From an optimization exercise on the open Yosys and OpenROAD flow, aimed at a short achievable clock period and few clock cycles; shortcuts taken in it are not production practice. Where RTL was checked, it was by simulation tests only, not by an equivalence proof against the original.

==> nickel <==
Design SingleCycleCPU, start of the top module:
module SingleCycleCPU(
        input CLK,                   
        input Reset,                 
        output [31:0] imem_addr,     
        input  [31:0] imem_data,     
        output retire_valid,         
        output [31:0] retire_pc,     
        output retire_we,            
        output [4:0] retire_rd,      
        output [31:0] retire_data    
    );
    reg  [31:0] pcF;
    reg         vX;
    reg  [31:0] pcX;
    reg         predX;           
    reg  [3:0]  hitX;            
    reg  [31:0] immX;
    reg  [4:0]  rdX;
    reg  [31:1] oh1X, oh2X;
    reg         z1X, byp1X, byp2X, selimmX, wenX;
    reg         isLoadX, isStoreX, isBranchX, isJalX, isJalrX;
    reg         sAddX, sSubX, sSllX, sSltX, sSltuX, sXorX, sSrlX, sSraX, sOrX, sAndX;
    reg         sLoadX, sLinkX, sLuiX, sAuipcX;
    reg         bEqX, bNeX, bLtX, bGeX, bLtuX, bGeuX;
    reg         ldBX, ldHX, ldWX, ldBuX, ldHuX, stHX, stWX;
    reg  [31:1] woh;             
    reg  [31:0] wd;              
    reg         r_valid;
    reg  [31:0] r_pc;
    reg         r_we;
    reg  [4:0]  r_rd;
    reg  [31:0] r_data;
    wire [31:1] oh1F, oh2F;
    wire        byp1F, byp2F, selimmF, wenF;
    wire        isLoadF, isStoreF, isBranchF, isJalF, isJalrF;
    wire        sAddF, sSubF, sSllF, sSltF, sSltuF, sXorF, sSrlF, sSraF, sOrF, sAndF;
    wire        sLoadF, sLinkF, sLuiF, sAuipcF;
    wire        bEqF, bNeF, bLtF, bGeF, bLtuF, bGeuF;
    wire        ldBF, ldHF, ldWF, ldBuF, ldHuF, stHF, stWF;
    wire [31:0] immF;
    wire        wen_x = vX & wenX;
    wire [31:1] rd_oh;
    genvar gi;
    generate
        for (gi = 1; gi < 32; gi = gi + 1) begin : g_rd
            assign rd_oh[gi] = (rdX == gi);
        end
    endgenerate
    ControlUnit control(
        .instr(imem_data), .rdX(rdX), .wenX(wen_x),
  ...
clock: 20.0 ns
lec_check: 0
cap_margin: 20
core_margin: 2
core_utilization: 40
slew_margin: 20
standard.sh (not shown) runs the stock make flow with config.mk's settings and CLKGATE_MAP_FILE= SYNTH_SCRIPT=/design/flow/synth_recipe.tcl, a recipe that flattens the netlist after the stock synthesis.
==> flow/flow/run.sh <==
#!/bin/bash
set -euo pipefail
bash standard.sh synth > log_synth.txt 2>&1
bash standard.sh floorplan place > log_floorplan_place.txt 2>&1
bash standard.sh SETUP_SLACK_MARGIN=15 TNS_END_PERCENT=20 cts route finish > log_cts_route_finish.txt 2>&1
==> fjord (differences from nickel) <==
--- a/flow/design.v
+++ b/flow/design.v
@@ -25,17 +25,19 @@
         end
     endgenerate
     assign target = ({32{hit[0]}} & tgt[0]) | ({32{hit[1]}} & tgt[1])
                   | ({32{hit[2]}} & tgt[2]) | ({32{hit[3]}} & tgt[3]);
     integer k;
     always @(posedge CLK)
     begin
-        al_q     <= alloc;
-        al_pc_q  <= alloc_pc;
-        al_tgt_q <= alloc_target;
+        al_q     <= alloc & ~Reset;       
+        if (alloc) begin
+            al_pc_q  <= alloc_pc;
+            al_tgt_q <= alloc_target;
+        end
         in_q     <= inval;
         in_sel_q <= inval_sel;
         if (Reset) begin
             valid <= 4'b0000;
             ptr   <= 2'd0;
         end else begin
             for (k = 0; k < 4; k = k + 1) begin
@@ -144,29 +146,60 @@
     wire [31:0] immS = {{20{instr[31]}}, instr[31:25], instr[11:7]};
     wire [31:0] immB = {{19{instr[31]}}, instr[31], instr[7], instr[30:25], instr[11:8], 1'b0};
     wire [31:0] immU = {instr[31:12], 12'h000};
     wire [31:0] immJ = {{11{instr[31]}}, instr[31], instr[19:12], instr[20], instr[30:21], 1'b0};
     assign imm = ({32{isI}} & immI) | ({32{isS}} & immS) | ({32{isB}} & immB)
                | ({32{isU}} & immU) | ({32{isJ}} & immJ);
 endmodule
+module KSAdd #(parameter W = 32, parameter L = 5) (
+        input  [W-1:0] a,
+        input  [W-1:0] b,
+        input          cin,
+        output [W-1:0] s,
+        output         cout
+    );
+    wire [W-1:0] g [0:L];
+    wire [W-1:0] p [0:L];
+    wire [W-1:0] p0 = a ^ b;
+    assign g[0] = (a & b) | {{(W-1){1'b0}}, p0[0] & cin};
+    assign p[0] = p0;
+    genvar l, i;
+    generate
+        for (l = 0; l < L; l = l + 1) begin : lv
+            for (i = 0; i < W; i = i + 1) begin : bt
+                if (i >= (1 << l)) begin : m
+                    assign g[l+1][i] = g[l][i] | (p[l][i] & g[l][i-(1<<l)]);
+                    assign p[l+1][i] = p[l][i] & p[l][i-(1<<l)];
+                end else begin : c
+                    assign g[l+1][i] = g[l][i];
+                    assign p[l+1][i] = p[l][i];
+                end
+            end
+        end
+    endgenerate
+    assign s    = p0 ^ {g[L][W-2:0], cin};
+    assign cout = g[L][W-1];
+endmodule
 `timescale 1ns / 1ps
 module ALU(
         input [31:0] a,
         input [31:0] b,
         input sAdd, sSub, sSll, sSlt, sSltu, sXor, sSrl, sSra, sOr, sAnd,
         input bEq, bNe, bLt, bGe, bLtu, bGeu,
         output [31:0] out,
         output [31:0] sum,
         output taken
     );
-    assign sum = a + b;
-    wire [31:0] diff = a - b;
+    wire [31:0] diff;
+    wire        c_add, c_sub;
+    KSAdd #(32, 5) add_u(.a(a), .b(b),  .cin(1'b0), .s(sum),  .cout(c_add));
+    KSAdd #(32, 5) sub_u(.a(a), .b(~b), .cin(1'b1), .s(diff), .cout(c_sub));
     wire eq  = (a == b);
-    wire lt  = $signed(a) < $signed(b);
-    wire ltu = a < b;
+    wire ltu = ~c_sub;
+    wire lt  = (a[31] ^ b[31]) ? a[31] : ltu;
     wire [4:0] sh = b[4:0];
     wire [31:0] sll = a << sh;
     wire [31:0] srl = a >> sh;
     wire [31:0] sra = $signed(a) >>> sh;
     assign out = ({32{sAdd}} & sum) | ({32{sSub}} & diff)
                | ({32{sSll}} & sll) | ({32{sSrl}} & srl) | ({32{sSra}} & sra)
                | {31'd0, (sSlt & lt) | (sSltu & ltu)}
@@ -178,50 +211,48 @@
 module RegisterFile(
         input CLK,
         input z1,                
         input [31:1] oh1,
         input byp1,
         input [31:1] oh2,
         input byp2,
-        input selimm,
-        input [31:0] imm,
+        input [31:0] immb,       
+        input [4:0] imma,        
         input [31:1] woh,        
         input [31:0] wd,
         output [31:0] rd1,
         output [31:0] rd2,
         output [31:0] aoh        
     );
     reg [31:0] regFile [1:31];
-    wire [4:0]  sb = wd[4:0] + imm[4:0];
-    wire [31:0] db = 32'd1 << sb;
-    wire [31:0] dz = 32'd1 << imm[4:0];
-    wire [31:0] dr [1:31];
+    wire [4:0] sb = wd[4:0] + imma;
+    wire [4:0] sr [1:31];
     genvar g;
     generate
         for (g = 1; g < 32; g = g + 1) begin : gs
-            wire [4:0] s = regFile[g][4:0] + imm[4:0];
-            assign dr[g] = 32'd1 << s;
+            assign sr[g] = regFile[g][4:0] + imma;
         end
     endgenerate
-    reg [31:0] a, b, ao;
+    reg [31:0] a, b;
+    reg [4:0]  as;
     integer i;
     always @(*)
     begin
         a  = {32{byp1}} & wd;
-        b  = ({32{byp2}} & wd) | ({32{selimm}} & imm);
-        ao = ({32{byp1}} & db) | ({32{z1}} & dz);
+        b  = ({32{byp2}} & wd) | immb;
+        as = ({5{byp1}} & sb) | ({5{z1}} & imma);
         for (i = 1; i < 32; i = i + 1) begin
             a  = a  | ({32{oh1[i]}} & regFile[i]);
             b  = b  | ({32{oh2[i]}} & regFile[i]);
-            ao = ao | ({32{oh1[i]}} & dr[i]);
+            as = as | ({5{oh1[i]}} & sr[i]);
         end
     end
     assign rd1 = a;
     assign rd2 = b;
-    assign aoh = ao;
+    assign aoh = 32'd1 << as;
     always @(posedge CLK)
     begin
         for (i = 1; i < 32; i = i + 1)
             if (woh[i])
                 regFile[i] <= wd;
     end
 endmodule
@@ -275,35 +306,39 @@
         input  [31:0] imem_data,     
         output retire_valid,         
         output [31:0] retire_pc,     
         output retire_we,            
         output [4:0] retire_rd,      
         output [31:0] retire_data    
     );
-    reg  [31:0] pcF;
+    reg  [31:0] pcO;
+    reg  [31:0] pcFn;
+    wire [31:0] pcF = ~pcFn;
     reg         vX;
     reg  [31:0] pcX;
     reg         predX;           
     reg  [3:0]  hitX;            
-    reg  [31:0] immX;
+    reg  [31:0] immX;            
+    reg  [31:0] immBX;           
+    reg  [4:0]  immAX;           
     reg  [4:0]  rdX;
     reg  [31:1] oh1X, oh2X;
-    reg         z1X, byp1X, byp2X, selimmX, wenX;
+    reg         z1X, byp1X, byp2X, wenX;
     reg         isLoadX, isStoreX, isBranchX, isJalX, isJalrX;
     reg         sAddX, sSubX, sSllX, sSltX, sSltuX, sXorX, sSrlX, sSraX, sOrX, sAndX;
     reg         sLoadX, sLinkX, sLuiX, sAuipcX;
     reg         bEqX, bNeX, bLtX, bGeX, bLtuX, bGeuX;
     reg         ldBX, ldHX, ldWX, ldBuX, ldHuX, stHX, stWX;
     reg  [31:1] woh;             
     reg  [31:0] wd;              
-    reg         r_valid;
-    reg  [31:0] r_pc;
-    reg         r_we;
-    reg  [4:0]  r_rd;
-    reg  [31:0] r_data;
+    reg         r_valid, r2_valid;
+    reg  [31:0] r_pc,    r2_pc;
+    reg         r_we,    r2_we;
+    reg  [4:0]  r_rd,    r2_rd;
+    reg  [31:0] r_data,  r2_data;
     wire [31:1] oh1F, oh2F;
     wire        byp1F, byp2F, selimmF, wenF;
     wire        isLoadF, isStoreF, isBranchF, isJalF, isJalrF;
     wire        sAddF, sSubF, sSllF, sSltF, sSltuF, sXorF, sSrlF, sSraF, sOrF, sAndF;
     wire        sLoadF, sLinkF, sLuiF, sAuipcF;
     wire        bEqF, bNeF, bLtF, bGeF, bLtuF, bGeuF;
     wire        ldBF, ldHF, ldWF, ldBuF, ldHuF, stHF, stWF;
@@ -327,15 +362,15 @@
         .ldB(ldBF), .ldH(ldHF), .ldW(ldWF), .ldBu(ldBuF), .ldHu(ldHuF), .stH(stHF), .stW(stWF)
     );
     Extend ext(.instr(imem_data), .imm(immF));
     wire [31:0] A, B, aoh;
     RegisterFile regfile(
         .CLK(CLK),
         .z1(z1X), .oh1(oh1X), .byp1(byp1X), .oh2(oh2X), .byp2(byp2X),
-        .selimm(selimmX), .imm(immX),
+        .immb(immBX), .imma(immAX),
         .woh(woh), .wd(wd),
         .rd1(A), .rd2(B), .aoh(aoh)
     );
     wire [31:0] alu_out, sum;
     wire        cond;
     ALU alu(
         .a(A), .b(B),
@@ -348,27 +383,30 @@
     DataMEM datamem(
         .CLK(CLK),
         .we(vX & isStoreX), .stH(stHX), .stW(stWX),
         .ldB(ldBX), .ldH(ldHX), .ldW(ldWX), .ldBu(ldBuX), .ldHu(ldHuX),
         .aoh(aoh), .wdata(B),
         .rdata(load_data)
     );
-    wire [31:0] pc4    = pcX + 32'd4;
-    wire [31:0] tgt    = pcX + immX;       
+    wire [31:0] pc4, tgt, pcF4;
+    wire        c_pc4, c_tgt, c_pcF4;
+    KSAdd #(32, 5) pc4_u(.a(pcX), .b(32'd4), .cin(1'b0), .s(pc4), .cout(c_pc4));
+    KSAdd #(32, 5) tgt_u(.a(pcX), .b(immX),  .cin(1'b0), .s(tgt), .cout(c_tgt));    
+    KSAdd #(32, 5) pcF4_u(.a(pcF), .b(32'd4), .cin(1'b0), .s(pcF4), .cout(c_pcF4));
     wire [31:0] wb_data = alu_out
                         | ({32{sLoadX}}  & load_data)
                         | ({32{sLinkX}}  & pc4)
                         | ({32{sLuiX}}   & immX)
                         | ({32{sAuipcX}} & tgt);
     wire taken = isJalX | isJalrX | cond;
     wire mispredict = vX & (predX ? ~taken : taken);
     wire [3:0]  btb_hit;
     wire [31:0] btb_target;
     wire        pred  = |btb_hit;
-    wire [31:0] npcF  = pred ? btb_target : pcF + 32'd4;
+    wire [31:0] npcF  = pred ? btb_target : pcF4;
     wire ctl = vX & (isBranchX | isJalX);
     wire [31:0] T1 = (ctl & ~predX) ? tgt : npcF;
     wire [31:0] T0 = (ctl & predX & ~isJalX) ? pc4 : npcF;
     wire [31:0] T0j = (ctl & ~predX & isJalX) ? tgt : T0;
     wire [31:0] pc_next = (vX & isJalrX) ? {sum[31:1], 1'b0} : (cond ? T1 : T0j);
     wire btb_alloc = vX & ~predX & (isJalX | cond);
     wire btb_inval = vX & predX & ~taken;
@@ -377,45 +415,54 @@
         .pc(pcF),
         .hit(btb_hit), .target(btb_target),
         .alloc(btb_alloc), .alloc_pc(pcX), .alloc_target(tgt),
         .inval(btb_inval), .inval_sel(hitX)
     );
     always @(posedge CLK)
     begin
-        if (Reset)
-            pcF <= 32'd0;
-        else
-            pcF <= pc_next;
+        if (Reset) begin
+            pcO  <= 32'd0;
+            pcFn <= 32'hffffffff;
+        end else begin
+            pcO  <= pc_next;
+            pcFn <= ~pc_next;
+        end
         vX      <= ~Reset & ~mispredict;
         pcX     <= pcF;
         predX   <= pred;
         hitX    <= btb_hit;
         immX    <= immF;
+        immBX   <= {32{selimmF}} & immF;
+        immAX   <= {5{isLoadF | isStoreF}} & immF[4:0];
         rdX     <= imem_data[11:7];
         oh1X    <= oh1F;     oh2X <= oh2F;
         z1X     <= (imem_data[19:15] == 5'd0);
         byp1X   <= byp1F;    byp2X <= byp2F;
-        selimmX <= selimmF;  wenX <= wenF;
+        wenX    <= wenF;
         isLoadX <= isLoadF;  isStoreX <= isStoreF; isBranchX <= isBranchF;
         isJalX  <= isJalF;   isJalrX <= isJalrF;
         sAddX <= sAddF; sSubX <= sSubF; sSllX <= sSllF; sSltX <= sSltF; sSltuX <= sSltuF;
         sXorX <= sXorF; sSrlX <= sSrlF; sSraX <= sSraF; sOrX <= sOrF; sAndX <= sAndF;
         sLoadX <= sLoadF; sLinkX <= sLinkF; sLuiX <= sLuiF; sAuipcX <= sAuipcF;
         bEqX <= bEqF; bNeX <= bNeF; bLtX <= bLtF; bGeX <= bGeF; bLtuX <= bLtuF; bGeuX <= bGeuF;
         ldBX <= ldBF; ldHX <= ldHF; ldWX <= ldWF; ldBuX <= ldBuF; ldHuX <= ldHuF;
         stHX <= stHF; stWX <= stWF;
         woh     <= {31{wen_x}} & rd_oh;
-        if (wen_x)
-            wd  <= wb_data;
+        wd      <= wb_data;
         r_valid <= ~Reset & vX;
         r_pc    <= pcX;
         r_we    <= wen_x;
         r_rd    <= rdX;
-        r_data  <= wb_data;
+        r_data  <= {32{wen_x}} & wb_data;
+        r2_valid <= ~Reset & r_valid;
+        r2_pc    <= r_pc;
+        r2_we    <= r_we;
+        r2_rd    <= r_rd;
+        r2_data  <= r_data;
     end
-    assign imem_addr    = pcF;
-    assign retire_valid = r_valid;
-    assign retire_pc    = r_pc;
-    assign retire_we    = r_we;
-    assign retire_rd    = r_rd;
-    assign retire_data  = r_data;
+    assign imem_addr    = pcO;
+    assign retire_valid = r2_valid;
+    assign retire_pc    = r2_pc;
+    assign retire_we    = r2_we;
+    assign retire_rd    = r2_rd;
+    assign retire_data  = r2_data;
 endmodule
==> flow/flow/run.sh (replaced) <==
#!/bin/bash
set -euo pipefail
bash standard.sh synth > log_synth.txt 2>&1
bash standard.sh floorplan place > log_floorplan_place.txt 2>&1
bash standard.sh SETUP_SLACK_MARGIN=15 TNS_END_PERCENT=100 cts route finish > log_cts_route_finish.txt 2>&1
==> flow/config.mk (replaced) <==
export PLATFORM = sky130hd
export DESIGN_NAME = SingleCycleCPU
export DESIGN_NICKNAME = SingleCycleCPU
export VERILOG_FILES = /design/flow/design.v
export SDC_FILE = /design/flow/constraint.sdc
export NUM_CORES = 4
export LEC_CHECK = 0
export CAP_MARGIN = 20
export CELL_PAD_IN_SITES_DETAIL_PLACEMENT = 1
export CELL_PAD_IN_SITES_GLOBAL_PLACEMENT = 1
export CORE_MARGIN = 2
export CORE_UTILIZATION = 35
export SLEW_MARGIN = 20
==> summary.txt <==
area fraction of the dominant cell type after synthesis 44.03%; Detail Placement HPWL roughly 460000 um; Synth Area in Compound Gates ~23%; Synth Warn # 8; #FFs+latches synth slightly above 2k; Layout Check Fails capacitance limit, slew limit; status complete, but fails checks; max-slew violations 40; grt total ovfl 0; GR Layer Usage met2 between 60% and 70%; GRT Overall Usage ~49%; Max-Cap Viols 1
Source of the figures above: fjord

==> summary.txt <==
status stopped before the end; Exit stage global routing (5_1_grt); First Err [ERROR GRT-0232] Routing congestion too high. Check the congestion heatmap in the GUI.; area fraction of the dominant cell type after synthesis between 40 and 50%; Synth Area in Compound Gates between 20% and 30%; #FFs+latches synth 1886; GR Layer Usage met2 87.58%; Synth Warn # 7
Source of the figures above: nickel

Testbench counts of fjord, summed over its fixed seeds: cycles 25,992.
The RTL of nickel was laid out without a check of its function.

separate check: timing with driven ports:
In the flow no input, the clock included, has a driving cell. The finished layout below was timed again as built, in two steps. Step 1 (the two cells are an assumption about what drives the block):
set clk [get_ports {CLK}]
set_driving_cell -lib_cell sky130_fd_sc_hd__clkbuf_16 $clk
set_driving_cell -lib_cell sky130_fd_sc_hd__buf_2 [delete_from_list [all_inputs] $clk]
Step 2, shift: input delay + t, output delay - t, t = (earliest + latest rising clock arrival at the registers) / 2. This alone moves slack from input paths to output paths. a / b / c = ideal ports / drivers / drivers and shift; a / b = the first two.
run: fjord
t (ns): 1.033
slack for setup (ns): 14.130 / 14.130 / 13.998
worst data-port slew with drivers (ns): 0.05
The setup slack of fjord moves by 0.000 ns with the drivers and by -0.132 ns with both steps.
